This design comes from an exercise in tuning for small area on the open sky130 flow, not from production work. Only simulation tests tie the RTL to the original design; equivalence was not proved. The flow treats the clock pin as an ideal source. Dropping or thinning the clock tree relies on that and would not hold on a real chip.

==> flow/design.v <==
module BCDCounterA(CLK, D, ENABLE, LOAD, UP, CLR, Q, CO);
input CLK, ENABLE, LOAD, UP, CLR;
input [3:0] D;
output reg CO;
output reg [3:0] Q;
always @ (posedge CLK) begin
	if(CLR == 1) begin
		if(LOAD == 1 && ENABLE == 1) begin
			Q <= D;
		end
		else if(LOAD == 0 && ENABLE == 1 && UP == 1) begin
			Q <= Q + 4'd1;
			if(Q == 4'd9) begin
				Q <= 4'd0;
				CO <= 1'b1;
			end
			else begin
				CO <= 1'b0;
			end
		end
		else if(LOAD == 0 && ENABLE == 1 && UP == 0) begin
			Q <= Q - 4'd1;
			if(Q == 4'd0) begin
				Q <= 4'd9;
				CO <= 1'b1;
			end
			else begin
				CO <= 1'b0;
			end
		end
	end
	else begin
		Q <= 4'd0;
	end
end
endmodule
module BCD4(CLK, D1, D2, D3, D4, Q1, Q2, Q3, Q4, CLR, LOAD, ENABLE);
   input CLK, LOAD, CLR, ENABLE;
   input [3:0] D1, D2, D3, D4;
   output [3:0]Q1, Q2, Q3, Q4;
   wire CO;
   wire CO2, CO3, CO4, ENABLE2, ENABLE3, ENABLE4;
   BCDCounterA T1(CLK, D1, ENABLE, LOAD, 1'b0, CLR, Q1, CO);
   BCDCounterA T2(CLK, D2, ENABLE2, LOAD, 1'b0, CLR, Q2, CO2);
   BCDCounterA T3(CLK, D3, ENABLE3, LOAD, 1'b0, CLR, Q3, CO3);
   BCDCounterA T4(CLK, D4, ENABLE4, LOAD, 1'b0, CLR, Q4, CO4);
   assign ENABLE2 = (ENABLE && ((Q1 == 4'd0))) || (LOAD == 1);
   assign ENABLE3 = (ENABLE2 && ((Q2 == 4'd0))) || (LOAD == 1);
   assign ENABLE4 = (ENABLE3 && ((Q3 == 4'd0))) || (LOAD == 1);
endmodule
module Adder9999(S1, S2, S3, S4, Q1, Q2, Q3, Q4, binVal, Load);
input [3:0] Q1, Q2, Q3, Q4;
input [13:0] binVal;
input Load;
output reg [3:0] S1, S2, S3, S4;
integer i;
reg [3:0] thousand, hundred, ten, one;
reg [14:0] binSum;
always @ (*) begin
   binSum = (((Q1) + (Q2 * 10) + (Q3 * 100) + (Q4 * 1000) + binVal) > 9999) ? 9999 : ((Q1) + (Q2 * 10) + (Q3 * 100) + (Q4 * 1000) + binVal);
   thousand = 0;
   hundred = 0;
   ten = 0;
   one = 0;
   for(i = 13; i >=0; i = i - 1) begin
      if(thousand >= 5) begin
         thousand = thousand + 3;
      end
      if(hundred >= 5) begin
         hundred = hundred + 3;
      end
      if(ten >= 5) begin
         ten = ten + 3;
      end
      if(one >= 5) begin
         one = one + 3;
      end
      thousand = thousand << 1;
      thousand[0] = hundred[3];
      hundred = hundred << 1;
      hundred[0] = ten[3];
      ten = ten << 1;
      ten[0] = one[3];
      one = one << 1;
      one[0] = binSum[i];
   end
   S4 = thousand;
   S3 = hundred;
   S2 = ten;
   S1 = one;
end
endmodule
module controllerModule(B0, B1, B2, B3, RST, _4BCD, Q1, Q2, Q3, Q4, CLK);
   input B0, B1, B2, B3, RST, CLK;
   output [15:0] _4BCD;
   wire CLR;
   reg [13:0] addTime;
   output [3:0] Q1, Q2, Q3, Q4;
   wire Enable;
   wire [3:0] S1, S2, S3, S4, D1, D2, D3, D4;
   reg Load;
   reg Load_q;
   wire Press;
   assign CLR = ~RST;
   always @ (*)
   begin
      if(B0) begin
         addTime = 50;
         Load = 1;
      end
      else if(B1) begin
         addTime = 150;
         Load = 1;
      end
      else if(B2) begin
         addTime = 200;
         Load = 1;
      end
      else if(B3) begin
         addTime = 500;
         Load = 1;
      end
      else begin
         addTime = 0;
         Load = 0;
      end
   end
   always @ (posedge CLK) begin
      if(RST) Load_q <= 1'b0;
      else Load_q <= Load;
   end
   assign Press = Load && !Load_q;
   Adder9999 adder(S1, S2, S3, S4, Q1, Q2, Q3, Q4, addTime, Press);
   assign D1 = S1;
   assign D2 = S2;
   assign D3 = S3;
   assign D4 = S4;
   BCD4 bcd(CLK, D1, D2, D3, D4, Q1, Q2, Q3, Q4, CLR, Press, Enable);
   assign _4BCD = {Q4, Q3, Q2, Q1};
   assign Enable = (({Q4, Q3, Q2, Q1} > 0) && !Load) || (Press);
endmodule
==> flow/run.sh <==
#!/bin/bash
# synth_recipe.tcl (not shown) runs the flow's synth.tcl, then flattens the netlist and writes it again
# the make line also repeats each setting of config.mk as NAME=value (left out here)
make -C /OpenROAD-flow-scripts/flow DESIGN_CONFIG=/design/flow/config.mk WORK_HOME=/design/flow/orfs CLKGATE_MAP_FILE= SYNTH_SCRIPT=/design/flow/synth_recipe.tcl finish
==> flow/config.mk <==
export PLATFORM = sky130hd
export DESIGN_NAME = controllerModule
export DESIGN_NICKNAME = controllerModule
export VERILOG_FILES = /design/flow/design.v
export SDC_FILE = /design/flow/constraint.sdc
export NUM_CORES = 4
export LEC_CHECK = 0
export CAP_MARGIN = 20
export CORE_MARGIN = 2
export CORE_UTILIZATION = 40
export SLEW_MARGIN = 20
==> flow/constraint.sdc <==
create_clock -name core_clock -period 20.0 [get_ports {CLK}]
set_input_delay 4.0000 -clock core_clock [delete_from_list [all_inputs] [get_ports {CLK}]]
set_output_delay 4.0000 -clock core_clock [all_outputs]
set_load 0.01 [all_outputs]
==> impl_metrics.ini, run 1 <==
[run_status]
status = complete, no violations

[synthesis]
synthArstFlopShare_pct = 0
syn-instance-count = 889
synth_flop_cell = dfxtp_1
synth.area.top_cells = ha_1 (16%), fa_1 (7.0%), dfxtp_1 (5.0%)
syn_avg_cell_area_sq_um = 7.68
yosys.area.top_type_share_pct = 15.8
synth_seq_cells = 17
ys_seq_area_share_pct = 4.98
synth.cell_area_sq_um = 6830
synth.distinct_cells = 106
synth_commonest_cells = ha_1 (86), inv_1 (75), nand2_1 (68)
synth.most_common_cell = ha_1
yosys.area.top_type = ha_1
synth_edf_count = 0
yosys_warnings = 3

[detailed_routing]
viasPerCell = 5.74
firstDrtPassIters = 5
ant_nets = 0
drcViolationCount = 0
wl_microns = 16900
drtIter0Drc = 389
wl_per_cell_microns = 15.0
num_vias = 6457

[setup_path]
critPathTopFamily = compound AO/OA/AOI/OAI gates
worstSetupStartpointType = input port
worst-path-stages = 61
crit_top_cell = ha_1
setup.worst_path.end_class = flop
cpPeakStageDelay_ns = 0.65
rrSetupSlack_ns = 4.36
reg2reg_depth = 61
required_ns = 20.14
worstPathArrival_ns = 17.72
path_max_fanout = 11
path_buf_inv = 9
crit_type = in2reg
cpMaxStageDelayCell = o31ai_1

[die]
dieArea_sq_um = 18100
start_util_pct = 41.0
row_count = 47
io_pins = 38
core_sq_um = 16600
die_h_microns = 135
die_w_microns = 135

[finish]
drive_gt1_share_pct = 10.1
area_delta_synth_final_pct = 8.32
post-route-cell-area_sq_um = 7400
utilization_pct = 44.4
nNetsFinal = 1021
fillers = 1725
diodes = 0
layout.cells.non_filler = 1124

[sta]
hold_violations = 0
rsz0062_at_grt = false
relSlewSlack_pct = 47.6
tightest_slew_ns = 0.767
setup_viol = 0
fin_tns_setup_ns = 0
drv_slew = 0
finalCritPeriodShare_pct = 87.9
fin_skew_ns = 0.00275
hold_ws_ns = 0.675
fin_ws_ns = 2.41
max_freq_ghz = 0.0569
period_minus_slack_ns = 17.59

[clock_tree]
cts_setup_buffers = 0
clk_pin_slew_worst_paths_ns = 0.05
worstSkewPairLatency_ns = 0.25
clock_sinks = 17
cts_resized = 0
htreeDepth = 1
cts_made_buffers = 3
cts_buffer_depth = 2
cts_tree = yes
postCtsHoldBufs = 0
root_buffer = clkbuf_16

[min_path]
holdPathStages = 2
hold_class = reg2reg

[grt]
use_met3_pct = 1.05
grt_pass1_vias = 5808
grt_first_pass_wirelength_microns = 28700
grtUsageTotal_pct = 18.6
grtUsageMet1_pct = 27.8
met2_usage_pct = 30.8
grt_max_degree = 21
overflow = 0
top_usage_layer = met2
antenna_found_initial = 0

[placed_design]
gp_congestion = 0.887
io_buffers = 37
place_ws_ns = 2.30
hpwl_microns = 13900
dp.cells = 1120
dpl_cell_area_sq_um = 7320

[job]
cap_violations = 0
==> worst paths after layout <==
path	from	to
max reg2reg	bcd.T4.Q[1]	bcd.T4.Q[2]
min reg2reg	bcd.T1.Q[0]	bcd.T1.Q[0]
max	B2	bcd.T4.Q[2]
min	bcd.T1.Q[0]	bcd.T1.Q[0]
==> placed cells by master, fill, tap and decap left out, types with 12 or more instances in the layout <==
cell             Yosys  layout
clkdlybuf4s50_1      0      37
nor2b_1             13      13
a211oi_1            15      15
fa_1                24      24
o211ai_1            13      13
dfxtp_1             17      17
nor2_1              66      66
a21o_1              17      17
mux2i_1             15      15
nor3_1              19      19
ha_1                86      86
o21ai_0             31      31
nand3_1             30      30
xor2_1              14      14
a21oi_1             49      49
o21ai_1             14      14
xnor2_1             25      25
inv_1               75      75
and2_1              16      16
nand2b_1            12      12
nand2_1             68      68
or3_1               12      12
==> per-layer routing <==
| layer | up-vias | part of all wire (%) |
|---|---|---|
| li1 | 3300 | - |
| met1 | 3032 | 51 |
| met2 | 119 | 45 |
| met3 | 6 | 3.3 |
| met4 | 0 | 0.60 |
| met5 | - | 0 |
==> flip-flops by register name, summed over array words and instances, names as in the netlist <==
signal    count
bcd.T3.Q      4
bcd.T2.Q      4
Load_q        1
bcd.T4.Q      4
bcd.T1.Q      4
==> cell type report <==
type | instances | area (sq um) | area share (%)
multi-input combinational | 760 | 6000 | 81.1
timing repair buffer | 40 | 393 | 5.31
sequential | 17 | 340 | 4.60
inverter | 83 | 312 | 4.21
tap | 220 | 275 | 3.72
clock buffer | 3 | 75.1 | 1.02
clock inverter | 1 | 5.00 | 0.0677
==> worst register-to-register path: cells and delay by family (launching register included) <==
| kind | cells | cell delay (ns) |
|---|---|---|
| fa+ha+maj | 15 | 5.48 |
| compound gates | 18 | 4.20 |
| simple gates | 13 | 2.48 |
| xor+xnor | 4 | 1.09 |
| buf+inv | 9 | 1.02 |
| mux | 2 | 0.67 |
| flops | 1 | 0.62 |
==> cells by family after synthesis <==
group / after synthesis / synth area share, %
buffers and inverters: 114 / 7.31
xor gates and xnor gates: 44 / 6.29
and+or+nand+nor: 301 / 22.9
adders and majority gates: 110 / 22.8
other: 1 / 0.0549
AOI/OAI and AO/OA: 272 / 30.3
DFF: 17 / 4.98
muxes: 30 / 5.30
==> run 2, diff against run 1 <==
==> flow/design.v (replaced) <==
module controllerModule(B0, B1, B2, B3, RST, _4BCD, Q1, Q2, Q3, Q4, CLK);
   input B0, B1, B2, B3, RST, CLK;
   output [15:0] _4BCD;
   output reg [3:0] Q1, Q2, Q3, Q4;
   reg Load_q;
   wire Load  = B0 | B1 | B2 | B3;
   wire Press = Load & ~Load_q;
   wire z1 = (Q1 == 4'd0);
   wire z2 = (Q2 == 4'd0);
   wire z3 = (Q3 == 4'd0);
   wire z4 = (Q4 == 4'd0);
   wire nz = ~(z1 & z2 & z3 & z4);
   wire t5 = B0 | B1;
   wire h1 = ~B0 & B1;
   wire h2 = ~B0 & ~B1 & B2;
   wire h5 = ~B0 & ~B1 & ~B2;
   wire [4:0] ts = Q2 + (t5 ? 5'd5 : 5'd0);
   wire cT = ts > 5'd9;
   wire [3:0] tn = cT ? ts - 5'd10 : ts[3:0];
   wire [4:0] hs = Q3 + {h5, h2, h1 | h5} + cT;
   wire cH = hs > 5'd9;
   wire [3:0] hn = cH ? hs - 5'd10 : hs[3:0];
   wire [4:0] ks = Q4 + cH;
   wire sat = ks > 5'd9;
   always @(posedge CLK) begin
      if (RST) begin
         Load_q <= 1'b0;
         Q1 <= 4'd0; Q2 <= 4'd0; Q3 <= 4'd0; Q4 <= 4'd0;
      end else begin
         Load_q <= Load;
         if (Press) begin
            if (sat) begin
               Q1 <= 4'd9; Q2 <= 4'd9; Q3 <= 4'd9; Q4 <= 4'd9;
            end else begin
               Q2 <= tn; Q3 <= hn; Q4 <= ks[3:0];
            end
         end else if (!Load && nz) begin
            Q1 <= z1 ? 4'd9 : Q1 - 4'd1;
            if (z1) Q2 <= z2 ? 4'd9 : Q2 - 4'd1;
            if (z1 & z2) Q3 <= z3 ? 4'd9 : Q3 - 4'd1;
            if (z1 & z2 & z3) Q4 <= Q4 - 4'd1;
         end
      end
   end
   assign _4BCD = {Q4, Q3, Q2, Q1};
endmodule
==> impl_metrics.ini, run 2 <==
[sta]
finalCritPeriodShare_pct = 49.4
setup_viol = 0
max_freq_ghz = 0.101
hold_violations = 0
period_minus_slack_ns = 9.89
drv_slew = 0
fin_skew_ns = 0.00146
relSlewSlack_pct = 39.7
fin_tns_setup_ns = 0
tightest_slew_ns = 0.896
rsz0062_at_grt = false

[finish]
area_delta_synth_final_pct = 20.9
diodes = 0
final_common_cell = clkdlybuf4s50_1
fillers = 399
nNetsFinal = 249
layout.cells.non_filler = 279
layout_common_cells = clkdlybuf4s50_1 (37), nor2_1 (23), dfxtp_1 (17), a21oi_1 (17), o21ai_0 (16)
drive_gt1_share_pct = 7.86

[grt]
antenna_found_initial = 0
grt_first_pass_wirelength_microns = 6160
grt_pass1_vias = 1313
grtUsageTotal_pct = 17.4
grt_max_degree = 18
overflow = 0

[setup_path]
worstPathArrival_ns = 10.04
setup.worst_path.end_class = flop
rrSetupSlack_ns = 14.26
r2r_start = Q2[0]
worstSetupStartpointType = input port
required_ns = 20.16
worstReg2RegEnd = Q3[1]
crit_top_cell = ha_1
cpMaxStageDelayCell = o31ai_1
crit_type = in2reg
reg2reg_depth = 23
cpPeakStageDelay_ns = 0.80
path_max_fanout = 7

[synthesis]
syn_avg_cell_area_sq_um = 7.75
syn-instance-count = 209
yosys_warnings = 1
yosys.area.top_type_share_pct = 21.0
synth_seq_cells = 17
synth_edf_count = 0
synth.area.top_cells = dfxtp_1 (21%), ha_1 (8.5%), buf_4 (7.4%)
synth.distinct_cells = 52
synth_commonest_cells = nor2_1 (23), a21oi_1 (17), dfxtp_1 (17)
yosys.area.top_type = dfxtp_1
synth.cell_area_sq_um = 1620
ys_seq_area_share_pct = 21.0
synth_flop_cell = dfxtp_1
synthArstFlopShare_pct = 0
synth.most_common_cell = nor2_1

[placed_design]
gp_congestion = 0.809
io_buffers = 37
dp.cells = 275
hpwl_microns = 2810

[die]
row_count = 23
core_sq_um = 3940
io_pins = 38
start_util_pct = 41.1
dieArea_sq_um = 4580
die_h_microns = 67.6
die_w_microns = 67.6

[clock_tree]
clk_pin_slew_worst_paths_ns = 0.07
cts_buffer_depth = 2
root_buffer = clkbuf_8
worstSkewPairLatency_ns = 0.26
htreeDepth = 1
postCtsHoldBufs = 0
cts_setup_buffers = 0
cts_resized = 0
cts_tree = yes
clock_sinks = 17
cts_made_buffers = 3

[detailed_routing]
drcViolationCount = 0
firstDrtPassIters = 4
ant_nets = 0
viasPerCell = 5.61
drtIter0Drc = 120
num_vias = 1564
wl_per_cell_microns = 13.6
wl_microns = 3800

[run_status]
status = complete, no violations

[min_path]
holdPathStages = 2
hold_class = reg2reg
whs_endpoint = Q1[3]
min_from = Q1[3]

[job]
cap_violations = 0
run 2: changes by cell type after synthesis, sizes merged, moves of 24 or more:
cell,delta
ha,-75
inv,-69
nand2,-63
nor2,-47
a21oi,-40
o21ai,-31
nand3,-26
xnor2,-24
run 2: area by class of cell:
type	instances	area [sq um]	share of cell area, %
multi-input combinational	158	1090	55.7
timing repair buffer	37	370	18.9
sequential	17	340	17.4
tap	50	62.6	3.19
inverter	13	48.8	2.49
clock buffer	3	41.3	2.11
clock inverter	1	5.00	0.255
run 2: critical path: cells and delay by family:
kind / cells / cell delay, ns
simple gates: 4 / 0.62
buf+inv: 4 / 0.68
xor+xnor: 1 / 0.19
compound gates: 9 / 2.62
fa+ha+maj: 7 / 1.93
run 2: worst max-delay path by stage:
stage                     start     to  slack [ns]  depth (start not counted)
after floorplan              B1  Q1[0]       11.03                         24
after global placement       B1  Q1[3]       10.04                         25
after detailed placement     B1  Q1[3]        9.88                         25
after CTS                    B1  Q1[3]       10.14                         25
after global routing         B1  Q3[1]        9.57                         25
final                        B1  Q3[1]       10.11                         25
run 2: logic make-up after synthesis:
| logic type | count (synthesis) | synth area share, % |
|---|---|---|
| AOI/OAI and AO/OA | 67 | 26.9 |
| buffers and inverters | 34 | 11.7 |
| muxes | 4 | 2.63 |
| adders and majority gates | 13 | 11.0 |
| xor gates and xnor gates | 5 | 2.70 |
| and+or+nand+nor | 69 | 24.2 |
| DFF | 17 | 21.0 |
run 2: per-layer routing:
metal	vias up	GRT usage, %	share of wire [%]
li1	798	-	-
met1	717	25.0	49
met2	49	27.3	46
met3	0	3.50	5.1
met4	0	2.30	0
met5	-	0	0
run 2: metrics by stage:
stage | hold WS (ns) | setup WS, ns | util (%) | instance area [sq um]
finish | 0.537 | 10.11 | 49.7 | 1960
floorplan | 0.532 | 11.03 | - | 1620
CTS | 0.536 | 10.14 | 49.7 | 1960
global placement | 0.521 | 10.04 | 48.5 | 1910
global route | 0.608 | 9.57 | 49.7 | 1960
detailed placement | 0.526 | 9.88 | 48.5 | 1910
==> run 3, diff against run 2 <==
==> flow/design.v (replaced) <==
module controllerModule(B0, B1, B2, B3, RST, _4BCD, Q1, Q2, Q3, Q4, CLK);
   input B0, B1, B2, B3, RST, CLK;
   output [15:0] _4BCD;
   output reg [3:0] Q1, Q2, Q3, Q4;
   reg Load_q;
   wire Load  = B0 | B1 | B2 | B3;
   wire Press = Load & ~Load_q;
   wire z1 = ~(Q1[3] | Q1[2] | Q1[1] | Q1[0]);
   wire z2 = ~(Q2[3] | Q2[2] | Q2[1] | Q2[0]);
   wire z3 = ~(Q3[3] | Q3[2] | Q3[1] | Q3[0]);
   wire z4 = ~(Q4[3] | Q4[2] | Q4[1] | Q4[0]);
   wire d1 = ~Load & ~(z1 & z2 & z3 & z4);
   wire d2 = d1 & z1;
   wire d3 = d2 & z2;
   wire d4 = d3 & z3;
   function [3:0] tdec;
      input [3:0] q;
      tdec = {~q[0] & ~q[1] & ~q[2],
              ~q[0] & ~q[1] & (q[2] | q[3]),
              ~q[0] & (q[1] | q[2] | q[3]),
              1'b1};
   endfunction
   function [3:1] tup2;
      input [3:0] q;
      tup2 = {q[1] & q[2] | q[3], q[1], ~q[3]};
   endfunction
   function [3:0] tup5;
      input [3:0] q;
      tup5 = {q[3] | ~q[2] & q[1] & q[0] | q[2] & ~q[1] & ~q[0],
              ~(q[3] & ~q[0] | ~q[2] & q[1] & q[0]),
              q[0] & ~q[2] & ~q[3] | ~q[0] & (q[1] & q[2] | q[3]),
              1'b1};
   endfunction
   wire t5 = B0 | B1;
   wire cT = t5 & (Q2[3] | Q2[2] & (Q2[1] | Q2[0]));
   wire e1 = B0 ? cT : B1 & ~cT;
   wire e2 = ~B0 & (B1 ? cT : B2);
   wire e5 = ~B0 & ~B1 & ~B2;
   wire h9 = Q3[3] & Q3[0];
   wire cH = e1 & h9 | e2 & Q3[3] | e5 & (Q3[3] | Q3[2] & (Q3[1] | Q3[0]));
   wire k9 = Q4[3] & Q4[0];
   wire S = Press & cH & k9;
   wire [3:0] a2 = {4{t5}} & tup5(Q2);
   wire u3 = e2 | e1 & Q3[0];
   wire [3:0] a3 = e5 ? tup5(Q3) : {{3{u3}} & tup2(Q3), e1};
   wire u4 = cH & ~k9 & Q4[0];
   wire [3:0] a4 = {{3{u4}} & tup2(Q4), cH & ~k9};
   wire [3:0] f1 = {4{d1}} & tdec(Q1);
   wire [3:0] f2 = Press ? a2 : {4{d2}} & tdec(Q2);
   wire [3:0] f3 = Press ? a3 : {4{d3}} & tdec(Q3);
   wire [3:0] f4 = Press ? a4 : {4{d4}} & tdec(Q4);
   always @(posedge CLK) begin
      Load_q <= ~RST & Load;
      Q1 <= RST ? 4'd0 : S ? 4'd9 : Q1 ^ f1;
      Q2 <= RST ? 4'd0 : S ? 4'd9 : Q2 ^ f2;
      Q3 <= RST ? 4'd0 : S ? 4'd9 : Q3 ^ f3;
      Q4 <= RST ? 4'd0 : Q4 ^ f4;
   end
   assign _4BCD = {Q4, Q3, Q2, Q1};
endmodule
==> flow/flow/run.sh (new file) <==
#!/bin/bash
# Own layout flow: the standard ORFS flow, with three changes that only
# affect how the layout is made:
#  - ABC maps the logic with an area-oriented script (flow/abc_area.script)
#    instead of the speed script (the clock period leaves plenty of slack);
#  - every input and output port still gets its own buffer, but a buf_1;
#  - the clock tree uses small clock buffers (CTS_BUF_LIST in config.mk).
set -euo pipefail
W=$(pwd)
rm -rf "$W/scripts"
cp -r "$FLOW_HOME/scripts" "$W/scripts"
cp "$W/flow/abc_area.script" "$W/scripts/abc_speed.script"
export SCRIPTS_DIR="$W/scripts"
export BUFFER_PORTS_ARGS="-buffer_cell sky130_fd_sc_hd__buf_1"
bash standard.sh > "$W/standard.log" 2>&1
==> flow/flow/abc_area.script (new file) <==
strash
&get -n
&deepsyn -T 30
&put
dch -f
&get -n
&nf -a -R 1000
&put
==> flow/standard.sh (new file) <==
#!/bin/bash
# synth_recipe.tcl (not shown) runs the flow's synth.tcl, then flattens the netlist and writes it again
# the make line also repeats each setting of config.mk as NAME=value (left out here)
make -C /OpenROAD-flow-scripts/flow DESIGN_CONFIG=/design/flow/config.mk WORK_HOME=/design/flow/orfs CLKGATE_MAP_FILE= SYNTH_SCRIPT=/design/flow/synth_recipe.tcl "${@:-finish}"
--- a/flow/config.mk
+++ b/flow/config.mk
@@ -8,4 +8,7 @@
 export CAP_MARGIN = 20
 export CORE_MARGIN = 2
 export CORE_UTILIZATION = 40
+export CTS_BUF_LIST = sky130_fd_sc_hd__clkbuf_4
+export CTS_CLUSTER_DIAMETER = 200
+export CTS_CLUSTER_SIZE = 30
 export SLEW_MARGIN = 20
removed: flow/run.sh
==> impl_metrics.ini, run 3 <==
[min_path]
whs_endpoint = Q1[1]
holdPathStages = 2
min_from = Q1[1]
hold_class = reg2reg

[grt]
grtUsageTotal_pct = 16.7
grt_pass1_vias = 778
grt_max_degree = 11
overflow = 0
antenna_found_initial = 0
grt_first_pass_wirelength_microns = 3510

[die]
core_sq_um = 2430
die_h_microns = 54.2
die_w_microns = 54.2
io_pins = 38
start_util_pct = 41.5
dieArea_sq_um = 2940
row_count = 18

[sta]
hold_violations = 0
finalCritPeriodShare_pct = 38.3
rsz0062_at_grt = false
hold_ws_ns = 0.523
setup_viol = 0
fin_ws_ns = 12.33
period_minus_slack_ns = 7.67
relSlewSlack_pct = 49.6
fin_skew_ns = 0.00505
tightest_slew_ns = 0.736
fin_tns_setup_ns = 0
drv_slew = 0
max_freq_ghz = 0.130

[setup_path]
path_max_fanout = 6
path_buf_inv = 1
crit_type = in2reg
critPathTopFamily = simple AND/OR/NAND/NOR gates
cpPeakStageDelay_ns = 0.47
cpMaxStageDelayCell = or3_1
required_ns = 20.18
rrSetupSlack_ns = 16.25
reg2reg_depth = 14
worstReg2RegEnd = Q4[2]
setup.worst_path.end_class = flop
worstPathArrival_ns = 7.85
worstSetupStartpointType = input port
r2r_start = Q1[0]
crit_chain = buf_1 -> or3_1 -> or3_1 -> or2_0 -> nor3_1 -> nand2_1 -> nor3_1 -> nand2_1 -> or3_1 -> or4_1 -> nor2_1 -> nor3_1 -> nor2_1 -> nor2_1 -> o21bai_1 -> a21oi_1

[clock_tree]
cts_resized = 0
cts_made_buffers = 3
htreeDepth = 1
cts_setup_buffers = 0
clock_sinks = 17
root_buffer = clkbuf_4
postCtsHoldBufs = 0
clk_pin_slew_worst_paths_ns = 0.10
cts_buffer_depth = 2
worstSkewPairLatency_ns = 0.29
cts_tree = yes

[finish]
drive_gt1_share_pct = 2.55
final_common_cell = buf_1
nNetsFinal = 164
utilization_pct = 45.1
layout.cells.non_filler = 187
layout_common_cells = buf_1 (37), nor2_1 (19), dfxtp_1 (17), a21oi_1 (11), o21ai_0 (9)
area_delta_synth_final_pct = 8.55
diodes = 0
fillers = 268
post-route-cell-area_sq_um = 1100

[synthesis]
synthArstFlopShare_pct = 0
synth.most_common_cell = nor2_1
synth.distinct_cells = 29
syn_avg_cell_area_sq_um = 7.65
ys_seq_area_share_pct = 33.7
synth_edf_count = 0
yosys.area.top_type = dfxtp_1
synth_seq_cells = 17
synth.cell_area_sq_um = 1010
synth_commonest_cells = nor2_1 (19), dfxtp_1 (17), buf_4 (16)
yosys_warnings = 1
yosys.area.top_type_share_pct = 33.7
syn-instance-count = 132
synth.area.top_cells = dfxtp_1 (34%), buf_4 (12%), nor2_1 (7.1%)
synth_flop_cell = dfxtp_1

[detailed_routing]
viasPerCell = 5.32
ant_nets = 0
num_vias = 995
wl_per_cell_microns = 12.3
wl_microns = 2300
firstDrtPassIters = 4
drcViolationCount = 0
drtIter0Drc = 11

[placed_design]
io_buffers = 37
place_ws_ns = 12.01
gp_congestion = 0.780
dp.cells = 183
dpl_cell_area_sq_um = 1070
hpwl_microns = 1690

[job]
cap_violations = 0

[run_status]
status = complete, no violations
[run 3: cell count changes in the layout (fill, tap and decap cells not counted), sizes merged, moves of 6 or more]
cell	change
ha	-11
clkdlybuf4s50	-37
a21oi	-6
o22ai	-6
buf	+37
inv	-13
o21ai	-7
[run 3: worst min-delay path: stages (launching register included)]
cell and delay [ns]:
dfxtp_1 0.35, nand2_1 0.06, a21oi_1 0.06
[run 3: kinds of logic after synthesis]
family	synth area share (%)
muxes	0.991
and+or+nand+nor	27.0
xor gates and xnor gates	2.60
buffers and inverters	12.3
AOI/OAI and AO/OA	23.4
DFF	33.7
[run 3: cell type report]
| class | count | area [sq um] | share of cell area [%] |
|---|---|---|---|
| inverter | 1 | 3.75 | 0.342 |
| tap | 30 | 37.5 | 3.42 |
| multi-input combinational | 98 | 546 | 49.8 |
| clock buffer | 4 | 30.0 | 2.74 |
| sequential | 17 | 340 | 31.1 |
| timing repair buffer | 37 | 139 | 12.7 |
[run 3: how the worst max path moves through the flow]
| stage | from | endpoint | depth (start not counted) |
|---|---|---|---|
| final | B0 | Q4[2] | 16 |
| after global placement | B0 | Q4[2] | 16 |
| after detailed placement | B0 | Q4[2] | 16 |
| after CTS | B0 | Q4[2] | 16 |
| after floorplan | B0 | Q4[2] | 15 |
| after global routing | B0 | Q4[2] | 16 |
[run 3: layer usage]
layer / vias up / GRT usage, % / part of all wire [%]
met5: - / 0 / 0
met4: 0 / 3.75 / 1.1
met3: 5 / 6.01 / 8.0
met2: 39 / 26.1 / 43
met1: 436 / 21.9 / 48
li1: 515 / - / -
==> run 4, diff against run 3 <==
--- a/flow/flow/run.sh
+++ b/flow/flow/run.sh
@@ -12,4 +12,5 @@
 cp "$W/flow/abc_area.script" "$W/scripts/abc_speed.script"
 export SCRIPTS_DIR="$W/scripts"
 export BUFFER_PORTS_ARGS="-buffer_cell sky130_fd_sc_hd__buf_1"
+export CTS_ARGS="-buf_list sky130_fd_sc_hd__clkbuf_4 -root_buf sky130_fd_sc_hd__clkbuf_4 -dont_use_dummy_load -repair_clock_nets"
 bash standard.sh > "$W/standard.log" 2>&1
--- a/flow/config.mk
+++ b/flow/config.mk
@@ -9,6 +9,4 @@
 export CORE_MARGIN = 2
 export CORE_UTILIZATION = 40
 export CTS_BUF_LIST = sky130_fd_sc_hd__clkbuf_4
-export CTS_CLUSTER_DIAMETER = 200
-export CTS_CLUSTER_SIZE = 30
 export SLEW_MARGIN = 20
==> impl_metrics.ini, run 4 <==
[synthesis]
yosys.area.top_type_share_pct = 33.4
synthArstFlopShare_pct = 0
synth.area.top_cells = dfxtp_1 (33%), buf_4 (12%), a21oi_1 (6.4%)
synth.most_common_cell = dfxtp_1
synth.distinct_cells = 29
yosys.area.top_type = dfxtp_1
synth_edf_count = 0
synth_flop_cell = dfxtp_1
synth_seq_cells = 17
syn_avg_cell_area_sq_um = 7.72
synth_commonest_cells = dfxtp_1 (17), buf_4 (16), nor2_1 (16)
yosys_warnings = 1
synth.cell_area_sq_um = 1020
syn-instance-count = 132
ys_seq_area_share_pct = 33.4

[die]
start_util_pct = 41.5
die_w_microns = 54.5
dieArea_sq_um = 2970
core_sq_um = 2450
row_count = 18
io_pins = 38
die_h_microns = 54.5

[clock_tree]
htreeDepth = 1
cts_resized = 0
cts_tree = yes
cts_made_buffers = 3
worstSkewPairLatency_ns = 0.29
cts_buffer_depth = 2
clk_pin_slew_worst_paths_ns = 0.10
cts_setup_buffers = 0
postCtsHoldBufs = 0
root_buffer = clkbuf_4
clock_sinks = 17

[finish]
drive_gt1_share_pct = 1.92
final_common_cell = buf_1
utilization_pct = 44.7
diodes = 0
layout_common_cells = buf_1 (37), dfxtp_1 (17), nor2_1 (16), a21oi_1 (13), nor3_1 (10)
nNetsFinal = 164
area_delta_synth_final_pct = 7.74
layout.cells.non_filler = 186

[grt]
grt_pass1_vias = 844
grt_first_pass_wirelength_microns = 3770
grtUsageTotal_pct = 17.7
antenna_found_initial = 0
grt_max_degree = 12
overflow = 0

[detailed_routing]
firstDrtPassIters = 4
ant_nets = 0
drcViolationCount = 0
wl_per_cell_microns = 12.4
viasPerCell = 5.37
drtIter0Drc = 24
wl_microns = 2300
num_vias = 999

[setup_path]
setup.worst_path.end_class = flop
crit_type = in2reg
path_max_fanout = 6
required_ns = 20.18
worstSetupStartpointType = input port
worstPathArrival_ns = 7.65

[sta]
period_minus_slack_ns = 7.47
tightest_slew_ns = 0.924
fin_skew_ns = 0.00574
relSlewSlack_pct = 36.8
fin_tns_setup_ns = 0
setup_viol = 0
drv_slew = 0
hold_violations = 0
rsz0062_at_grt = false
finalCritPeriodShare_pct = 37.3
max_freq_ghz = 0.134

[placed_design]
gp_congestion = 0.796
dp.cells = 183
io_buffers = 37
hpwl_microns = 1770

[min_path]
hold_class = reg2reg

[job]
cap_violations = 0

[run_status]
status = complete, no violations
[run 4: changes by cell type after synthesis, sizes merged, moves of 3 or more]
cell	previous run	this run
nand2b	3	8
a31oi	7	4
o21ai	9	5
nor3	7	10
nor2	19	16
[run 4: metal layers]
layer	vias to the layer above	routed length (microns)	track usage (%)	part of all wire, %
li1	513	-	-	-
met1	446	1050	22.9	46
met2	36	1090	29.3	47
met3	4	134	2.46	5.8
met5	-	0	0	0
met4	0	25	7.50	1.1
[run 4: kinds of logic after synthesis]
| logic type | after synthesis | share of synthesized area (%) |
|---|---|---|
| multiplexers | 1 | 0.983 |
| AO/OA/AOI/OAI | 38 | 23.8 |
| buffers and inverters | 18 | 12.5 |
| AND/OR/NAND/NOR | 54 | 25.8 |
| flip-flops | 17 | 33.4 |
| XOR/XNOR | 4 | 3.44 |
[run 4: area by class of cell]
cell class,instances,area [sq um]
clock buffer,3,22.5
fill,259,1360
inverter,2,7.51
multi-input combinational,97,551
sequential,17,340
tap,30,37.5
timing repair buffer,37,139
[run 4: critical path, cell delays in order]
cell,delay [ns]
buf_1,0.12
or3_1,0.43
or4_1,0.50
or3_1,0.35
nor3_1,0.21
nand2_1,0.19
or4_1,0.48
nand2b_1,0.23
nor4_1,0.25
nor2b_1,0.35
nor3_1,0.11
nor2_1,0.18
nor2_1,0.09
o21bai_1,0.12
a21oi_1,0.05
[run 4: per-stage QoR]
step	hold slack, ns	worst slack, ns	instance area (sq um)
after detailed placement	0.504	12.26	1070
after floorplan	0.510	12.79	1020
after global routing	0.558	12.04	1100
after global placement	0.487	12.30	1070
after CTS	0.534	12.54	1100
final	0.532	12.53	1100
[run 4: final timing paths]
check / from / endpoint / slack [ns] / cells after the start
max: B0 / Q4[2] / 12.53 / 15
min: Q4[2] / Q4[2] / 0.53 / 1
max reg2reg: Q1[0] / Q4[2] / 16.35 / 13
min reg2reg: Q4[2] / Q4[2] / 0.53 / 1
==> run 5, diff against run 4 <==
--- a/flow/config.mk
+++ b/flow/config.mk
@@ -6,7 +6,7 @@
 export NUM_CORES = 4
 export LEC_CHECK = 0
 export CAP_MARGIN = 20
-export CORE_MARGIN = 2
-export CORE_UTILIZATION = 40
+export CORE_AREA = 2 2 66 66
 export CTS_BUF_LIST = sky130_fd_sc_hd__clkbuf_4
+export DIE_AREA = 0 0 68 68
 export SLEW_MARGIN = 20
==> impl_metrics.ini, run 5 <==
[run_status]
status = complete, no violations

[synthesis]
synth_seq_cells = 17
yosys_warnings = 1
ys_seq_area_share_pct = 33.7
synth_edf_count = 0
synthArstFlopShare_pct = 0
syn_avg_cell_area_sq_um = 7.65
yosys.area.top_type_share_pct = 33.7
synth.most_common_cell = nor2_1
synth.cell_area_sq_um = 1010
synth.distinct_cells = 29
synth.area.top_cells = dfxtp_1 (34%), buf_4 (12%), nor2_1 (7.1%)
syn-instance-count = 132
synth_commonest_cells = nor2_1 (19), dfxtp_1 (17), buf_4 (16)
synth_flop_cell = dfxtp_1
yosys.area.top_type = dfxtp_1

[grt]
grtUsageMet1_pct = 14.3
grtUsageTotal_pct = 10.4
met2_usage_pct = 15.9
top_usage_layer = met2
grt_max_degree = 11
use_met3_pct = 3.45
overflow = 0
grt_first_pass_wirelength_microns = 3650
antenna_found_initial = 0
grt_pass1_vias = 798

[clock_tree]
cts_tree = yes
clk_pin_slew_worst_paths_ns = 0.11
cts_resized = 0
root_buffer = clkbuf_4
cts_setup_buffers = 0
clock_sinks = 17
postCtsHoldBufs = 0
worstSkewPairLatency_ns = 0.30
cts_made_buffers = 3
cts_buffer_depth = 2
htreeDepth = 1

[detailed_routing]
ant_nets = 0
drtIter0Drc = 60
viasPerCell = 4.76
wl_per_cell_microns = 11.5
drcViolationCount = 0
num_vias = 980
wl_microns = 2360
firstDrtPassIters = 4

[sta]
period_minus_slack_ns = 7.75
rsz0062_at_grt = false
drv_slew = 0
hold_violations = 0
fin_tns_setup_ns = 0
fin_skew_ns = 0.0170
relSlewSlack_pct = 47.0
max_freq_ghz = 0.129
fin_ws_ns = 12.25
setup_viol = 0
tightest_slew_ns = 0.775
finalCritPeriodShare_pct = 38.8

[setup_path]
crit_type = in2reg
r2r_start = Q1[0]
path_max_fanout = 6
required_ns = 20.17
worstReg2RegEnd = Q4[2]
worstPathArrival_ns = 7.92
reg2reg_depth = 14
worstSetupStartpointType = input port
setup.worst_path.end_class = flop
rrSetupSlack_ns = 16.17

[finish]
seq_area_sq_um = 340
multiInputGateArea_sq_um = 546
nNetsFinal = 164
area_delta_synth_final_pct = 10.3
final_common_cell = buf_1
fillers = 456
drive_gt1_share_pct = 1.92
layout_common_cells = buf_1 (37), nor2_1 (19), dfxtp_1 (17), a21oi_1 (11), o21ai_0 (9)
diodes = 0

[min_path]
min_from = Q1[1]
holdPathStages = 2
whs_endpoint = Q1[1]
hold_class = reg2reg

[die]
start_util_pct = 25.4
dieArea_sq_um = 4620
core_sq_um = 3970
io_pins = 38
die_h_microns = 68
row_count = 23
die_w_microns = 68

[placed_design]
place_ws_ns = 11.98
gp_congestion = 0.771
io_buffers = 37
hpwl_microns = 1790

[job]
cap_violations = 0
## run 5: cell types whose count changed in the layout (fill, tap and decap cells not counted), moves of 3 or more
cell	previous run	this run
nor2_1	16	19
nand2b_1	8	3
nor3_1	10	7
o21ai_0	5	9
a31oi_1	4	7
## run 5: final cells by class
cell class | count | share of cell area [%]
Clock buffer | 3 | 2.02
Sequential cell | 17 | 30.6
Inverter | 1 | 0.337
Tap cell | 50 | 5.62
Multi-Input combinational cell | 98 | 49.0
Timing Repair Buffer | 37 | 12.5
## run 5: critical path, stage by stage
cell and delay, ns:
buf_1 0.12, or3_1 0.47, or3_1 0.40, or2_0 0.25
nor3_1 0.35, nand2_1 0.14, nor3_1 0.38, nand2_1 0.17
or3_1 0.41, or4_1 0.47, nor2_1 0.23, nor3_1 0.09
nor2_1 0.17, nor2_1 0.09, o21bai_1 0.13, a21oi_1 0.05
## run 5: logic make-up (layout without fill, tap and decap cells)
| kind of cell | after synthesis | in the layout | synth area share (%) |
|---|---|---|---|
| AOI/OAI and AO/OA | 39 | 39 | 23.4 |
| xor gates and xnor gates | 3 | 3 | 2.60 |
| buffers and inverters | 17 | 41 | 12.3 |
| DFF | 17 | 17 | 33.7 |
| muxes | 1 | 1 | 0.991 |
| and+or+nand+nor | 55 | 55 | 27.0 |
## run 5: metal layers
layer  wire length (microns)  vias up
li1                        -      514
met1                    1210      434
met2                     987       30
met3                     145        2
met4                      14        0
met5                       0        -
## run 5: worst max path at each step
stage	startpoint	to	slack, ns	depth (start not counted)
3_3_place_gp	B0	Q4[2]	12.06	16
5_1_grt	B0	Q4[2]	11.89	16
4_1_cts	B0	Q4[2]	12.27	16
6_report	B0	Q4[2]	12.25	16
3_5_place_dp	B0	Q4[2]	11.98	16
2_1_floorplan	B0	Q4[2]	12.69	15
## run 5: metrics by stage
stage / instance area (sq um) / hold slack (ns) / utilization (%) / instances
final: 1110 / 0.512 / 28.0 / 206
after global routing: 1110 / 0.559 / 28.0 / 206
after CTS: 1110 / 0.517 / 28.0 / 206
after detailed placement: 1090 / 0.501 / 27.5 / 203
after global placement: 1090 / 0.494 / 27.5 / 203
after floorplan: 1010 / 0.506 / - / 132
==> run 6, diff against run 5 <==
--- a/flow/flow/run.sh
+++ b/flow/flow/run.sh
@@ -12,5 +12,5 @@
 cp "$W/flow/abc_area.script" "$W/scripts/abc_speed.script"
 export SCRIPTS_DIR="$W/scripts"
 export BUFFER_PORTS_ARGS="-buffer_cell sky130_fd_sc_hd__buf_1"
-export CTS_ARGS="-buf_list sky130_fd_sc_hd__clkbuf_4 -root_buf sky130_fd_sc_hd__clkbuf_4 -dont_use_dummy_load -repair_clock_nets"
+export CTS_ARGS="-buf_list sky130_fd_sc_hd__clkbuf_8 -root_buf sky130_fd_sc_hd__clkbuf_8 -dont_use_dummy_load -repair_clock_nets"
 bash standard.sh > "$W/standard.log" 2>&1
--- a/flow/config.mk
+++ b/flow/config.mk
@@ -6,7 +6,7 @@
 export NUM_CORES = 4
 export LEC_CHECK = 0
 export CAP_MARGIN = 20
-export CORE_AREA = 2 2 66 66
+export CORE_MARGIN = 2
+export CORE_UTILIZATION = 40
 export CTS_BUF_LIST = sky130_fd_sc_hd__clkbuf_4
-export DIE_AREA = 0 0 68 68
 export SLEW_MARGIN = 20
==> impl_metrics.ini, run 6 <==
[clock_tree]
worstSkewPairLatency_ns = 0.25
cts_resized = 0
cts_buffer_depth = 2
clk_pin_slew_worst_paths_ns = 0.06
cts_tree = yes
htreeDepth = 1
clock_sinks = 17
cts_setup_buffers = 0
cts_made_buffers = 3
root_buffer = clkbuf_8
postCtsHoldBufs = 0

[grt]
grt_pass1_vias = 787
antenna_found_initial = 0
overflow = 0
grt_first_pass_wirelength_microns = 3610
grtUsageTotal_pct = 17.6
grt_max_degree = 11

[finish]
layout_common_cells = buf_1 (37), nor2_1 (19), dfxtp_1 (17), a21oi_1 (11), o21ai_0 (9)
nNetsFinal = 164
area_delta_synth_final_pct = 9.67
diodes = 0
drive_gt1_share_pct = 1.92
fillers = 265
utilization_pct = 45.5
final_common_cell = buf_1

[setup_path]
crit_chain = buf_1 -> or3_1 -> or3_1 -> or2_0 -> nor3_1 -> nand2_1 -> nor3_1 -> nand2_1 -> or3_1 -> or4_1 -> nor2_1 -> nor3_1 -> nor2_1 -> nor2_1 -> o21bai_1 -> a21oi_1
path_max_fanout = 6
required_ns = 20.14
crit_type = in2reg
setup.worst_path.end_class = flop
reg2reg_depth = 14
worstSetupStartpointType = input port
cpPeakStageDelay_ns = 0.47
cpMaxStageDelayCell = or3_1
worstPathArrival_ns = 7.86

[sta]
max_freq_ghz = 0.130
fin_tns_setup_ns = 0
setup_viol = 0
drv_slew = 0
hold_ws_ns = 0.518
fin_ws_ns = 12.28
fin_skew_ns = 0.000470
period_minus_slack_ns = 7.72
finalCritPeriodShare_pct = 38.6
relSlewSlack_pct = 48.8
tightest_slew_ns = 0.749
rsz0062_at_grt = false
hold_violations = 0

[job]
cap_violations = 0

[die]
io_pins = 38
die_w_microns = 54.2
dieArea_sq_um = 2940
row_count = 18
start_util_pct = 41.5
die_h_microns = 54.2
core_sq_um = 2430

[synthesis]
yosys_warnings = 1
syn_avg_cell_area_sq_um = 7.65
synth_flop_cell = dfxtp_1
syn-instance-count = 132
synth.area.top_cells = dfxtp_1 (34%), buf_4 (12%), nor2_1 (7.1%)
synth.most_common_cell = nor2_1
ys_seq_area_share_pct = 33.7
synth_edf_count = 0
yosys.area.top_type = dfxtp_1
synth_seq_cells = 17
synth.distinct_cells = 29
yosys.area.top_type_share_pct = 33.7
synth_commonest_cells = nor2_1 (19), dfxtp_1 (17), buf_4 (16)
synthArstFlopShare_pct = 0
synth.cell_area_sq_um = 1010

[min_path]
hold_class = reg2reg
holdPathStages = 2

[run_status]
status = complete, no violations

[placed_design]
hpwl_microns = 1690
place_ws_ns = 12.01
gp_congestion = 0.780
io_buffers = 37

[detailed_routing]
drcViolationCount = 0
ant_nets = 0
wl_microns = 2340
viasPerCell = 5.35
drtIter0Drc = 10
wl_per_cell_microns = 12.6
num_vias = 996
firstDrtPassIters = 4
[run 6: cell types whose count changed in the layout (fill, tap and decap cells not counted)]
cell,change
clkbuf_4,-3
clkbuf_8,+3
[run 6: worst paths after layout]
check        start    end  slack (ns)
min reg2reg  Q1[1]  Q1[1]        0.52
max             B0  Q4[2]       12.28
min          Q1[1]  Q1[1]        0.52
max reg2reg  Q1[0]  Q4[2]       16.26
[run 6: critical path: cells and delay by family]
family | cells | cell delay, ns
AOI/OAI and AO/OA | 2 | 0.17
buffers and inverters | 1 | 0.12
and+or+nand+nor | 13 | 3.56
[run 6: layout make-up]
type | instances | area [sq um] | share of cell area (%)
multi-input cells | 98 | 546 | 49.3
clock buffers | 3 | 41.3 | 3.73
inverters | 1 | 3.75 | 0.339
well taps | 30 | 37.5 | 3.39
flip-flops and latches | 17 | 340 | 30.7
repair buffers | 37 | 139 | 12.5
[run 6: layer usage]
metal  GRT usage, %  share of wire, %  up-vias
met5              0                 0        -
met4           7.50               1.8        0
met3           6.01               7.7        5
met2           27.3                44       41
met1           22.1                47      439
li1               -                 -      511
[run 6: through the flow]
stage	instance area, sq um	instances
after floorplan	1010	132
after global placement	1070	183
after global routing	1110	186
after CTS	1110	186
final	1110	186
after detailed placement	1070	183
[run 6: logic make-up after synthesis]
logic type,Yosys count,synth area share (%)
buf+inv,17,12.3
simple gates,55,27.0
flops,17,33.7
compound gates,39,23.4
xor+xnor,3,2.60
mux,1,0.991
==> run 7, diff against run 6 <==
--- a/flow/flow/run.sh
+++ b/flow/flow/run.sh
@@ -13,4 +13,5 @@
 export SCRIPTS_DIR="$W/scripts"
 export BUFFER_PORTS_ARGS="-buffer_cell sky130_fd_sc_hd__buf_1"
 export CTS_ARGS="-buf_list sky130_fd_sc_hd__clkbuf_8 -root_buf sky130_fd_sc_hd__clkbuf_8 -dont_use_dummy_load -repair_clock_nets"
+export POST_CTS_TCL="$W/flow/post_cts.tcl"
 bash standard.sh > "$W/standard.log" 2>&1
==> flow/flow/post_cts.tcl (new file) <==
# Collapse the clock tree to its root buffer: the design has only 17 registers,
# which one clock buffer drives within the slew limit.
set block [ord::get_db_block]
set root [$block findInst clkbuf_0_CLK]
set root_net [[$root findITerm X] getNet]
foreach inst [$block getInsts] {
  set name [$inst getName]
  if { $inst eq $root } { continue }
  if { ![string match "clkbuf_*" $name] } { continue }
  set in_net [[$inst findITerm A] getNet]
  if { $in_net eq "NULL" || [$in_net getName] ne [$root_net getName] } { continue }
  set onet [[$inst findITerm X] getNet]
  foreach it [$onet getITerms] {
    if { [[$it getInst] getName] eq $name } { continue }
    $it disconnect
    $it connect $root_net
  }
  [$inst findITerm A] disconnect
  [$inst findITerm X] disconnect
  odb::dbInst_destroy $inst
  odb::dbNet_destroy $onet
  puts "post_cts: removed clock buffer $name"
}
detailed_placement
check_placement -verbose
estimate_parasitics -placement
report_clock_min_period
--- a/flow/config.mk
+++ b/flow/config.mk
@@ -6,7 +6,7 @@
 export NUM_CORES = 4
 export LEC_CHECK = 0
 export CAP_MARGIN = 20
-export CORE_MARGIN = 2
-export CORE_UTILIZATION = 40
-export CTS_BUF_LIST = sky130_fd_sc_hd__clkbuf_4
+export CORE_AREA = 2 2 66 66
+export CTS_BUF_LIST = sky130_fd_sc_hd__clkbuf_8
+export DIE_AREA = 0 0 68 68
 export SLEW_MARGIN = 20
==> impl_metrics.ini, run 7 <==
[synthesis]
syn-instance-count = 139
yosys.area.top_type = dfxtp_1
synthArstFlopShare_pct = 0
yosys_warnings = 1
ys_seq_area_share_pct = 32.7
synth.cell_area_sq_um = 1040
synth_flop_cell = dfxtp_1
synth.distinct_cells = 26
syn_avg_cell_area_sq_um = 7.50
synth.area.top_cells = dfxtp_1 (33%), buf_4 (12%), nor2_1 (7.2%)
synth_seq_cells = 17
synth_edf_count = 0
yosys.area.top_type_share_pct = 32.7
synth_commonest_cells = nor2_1 (20), dfxtp_1 (17), buf_4 (16)
synth.most_common_cell = nor2_1

[detailed_routing]
firstDrtPassIters = 4
drtIter0Drc = 80
drcViolationCount = 0
wl_per_cell_microns = 12.1
num_vias = 1046
viasPerCell = 4.96
ant_nets = 0
wl_microns = 2560

[grt]
grt_pass1_vias = 899
grtUsageMet1_pct = 18.0
grtUsageTotal_pct = 13.3
grt_first_pass_wirelength_microns = 4060
met2_usage_pct = 21.1
grt_max_degree = 18
overflow = 0
antenna_found_initial = 0
use_met3_pct = 2.30
top_usage_layer = met2

[placed_design]
io_buffers = 37
gp_congestion = 0.850
dpl_cell_area_sq_um = 1120
hpwl_microns = 1930

[clock_tree]
worstSkewPairLatency_ns = 0.17
clk_pin_slew_worst_paths_ns = 0.11
clock_sinks = 17

[sta]
setup_viol = 0
relSlewSlack_pct = 34.6
period_minus_slack_ns = 7.98
hold_violations = 0
tightest_slew_ns = 0.956
drv_slew = 0
rsz0062_at_grt = false
finalCritPeriodShare_pct = 39.9
fin_tns_setup_ns = 0
max_freq_ghz = 0.125
fin_skew_ns = 0.00180

[die]
die_w_microns = 68
row_count = 23
dieArea_sq_um = 4620
core_sq_um = 3970
die_h_microns = 68
start_util_pct = 26.2
io_pins = 38

[setup_path]
path_max_fanout = 7
required_ns = 20.05
setup.worst_path.start = B0
r2r_start = Q1[0]
worstPathArrival_ns = 8.04
crit_type = in2reg
worstSetupStartpointType = input port
setup.worst_path.end_class = flop

[finish]
post-route-cell-area_sq_um = 1140
utilization_pct = 28.6
final_common_cell = buf_1
diodes = 0
drive_gt1_share_pct = 0.621
layout_common_cells = buf_1 (37), nor2_1 (20), dfxtp_1 (17), a21oi_1 (12), nand2_1 (11)
nNetsFinal = 169
area_delta_synth_final_pct = 9.12

[job]
cap_violations = 0

[min_path]
hold_class = reg2reg
min_from = Q4[2]

[run_status]
status = complete, no violations
[run 7: final cells by class]
cell class              instances  area [sq um]
repair buffers                 37           139
clock buffers                   1          13.8
flip-flops and latches         17           340
well taps                      50          62.6
fillers                       437          2830
multi-input cells             103           571
inverters                       3          11.3
[run 7: cell families (layout without fill, tap and decap cells)]
family,Yosys count,in the layout,synth area share [%]
compound gates,38,38,22.8
xor+xnor,3,3,2.52
buf+inv,19,41,12.6
flops,17,17,32.7
mux,3,3,2.88
simple gates,59,59,26.5
[run 7: worst paths after layout]
path | cells after the start | to | slack (ns)
hold reg to reg | 1 | Q4[2] | 0.52
setup reg to reg | 13 | Q3[0] | 16.00
hold / removal | 1 | Q4[2] | 0.52
setup / recovery | 15 | Q3[0] | 12.02
[run 7: layer usage]
metal  share of wire (%)  routed length, microns  vias to the layer above
met1                  48                    1220                      472
met3                 6.8                     174                        2
met5                   0                       0                        -
li1                    -                       -                      533
met2                  45                    1150                       39
met4                0.51                      13                        0
[run 7: stage by stage]
step	hold WS, ns	setup WS [ns]	cells
6_report	0.518	12.02	211
5_1_grt	0.561	11.47	211
3_5_place_dp	0.496	11.83	210
3_3_place_gp	0.490	11.97	210
2_1_floorplan	0.506	12.50	139
[run 7: worst max-delay path: stages]
cell,delay (ns)
buf_1,0.13
or3_1,0.43
or3_1,0.36
or2_0,0.27
nand2b_1,0.22
or3_1,0.36
or3_1,0.36
nor3_1,0.26
nand2b_1,0.20
nor4_1,0.79
nor2_1,0.07
a311oi_1,0.29
o21ai_0,0.11
a21oi_1,0.13
nor2_1,0.05

==> what the ideal ports hide <==
How much do the figures lean on ideal ports? The routed layouts below were timed once more, with nothing changed but the port constraints. Step 1: set_driving_cell puts a clkbuf_16 on CLK and a buf_2 on each other input, an assumption about the parent block. Step 2 adds t to the input delays and takes it off the output delays; t is the mean of the earliest and latest rising clock arrival at the registers after step 1. Input paths then give back, and output paths get back, about the clock's delay inside the block. Three values: no drivers, after step 1, after step 2; two values: the first two.
| run | t (ns) | setup slack, ns | worst register clock-pin slew, ns |
|---|---|---|---|
| run 1 | 0.275 | 2.414 / 2.414 / 2.140 | 0.05 / 0.05 |
| run 2 | 0.279 | 10.114 / 10.117 / 9.838 | 0.07 / 0.07 |
| run 3 | 0.315 | 12.331 / 12.332 / 12.018 | 0.10 / 0.10 |
| run 4 | 0.305 | 12.531 / 12.529 / 12.224 | 0.10 / 0.10 |
| run 5 | 0.309 | 12.249 / 12.248 / 11.939 | 0.11 / 0.11 |
| run 6 | 0.276 | 12.278 / 12.284 / 12.008 | 0.06 / 0.06 |
| run 7 | 0.190 | 12.016 / 12.019 / 11.829 | 0.11 / 0.11 |
After both steps setup and hold are still met in every run listed. The setup slack of run 3, which loses most, moves by +0.001 ns with the drivers and by -0.313 ns with both steps.
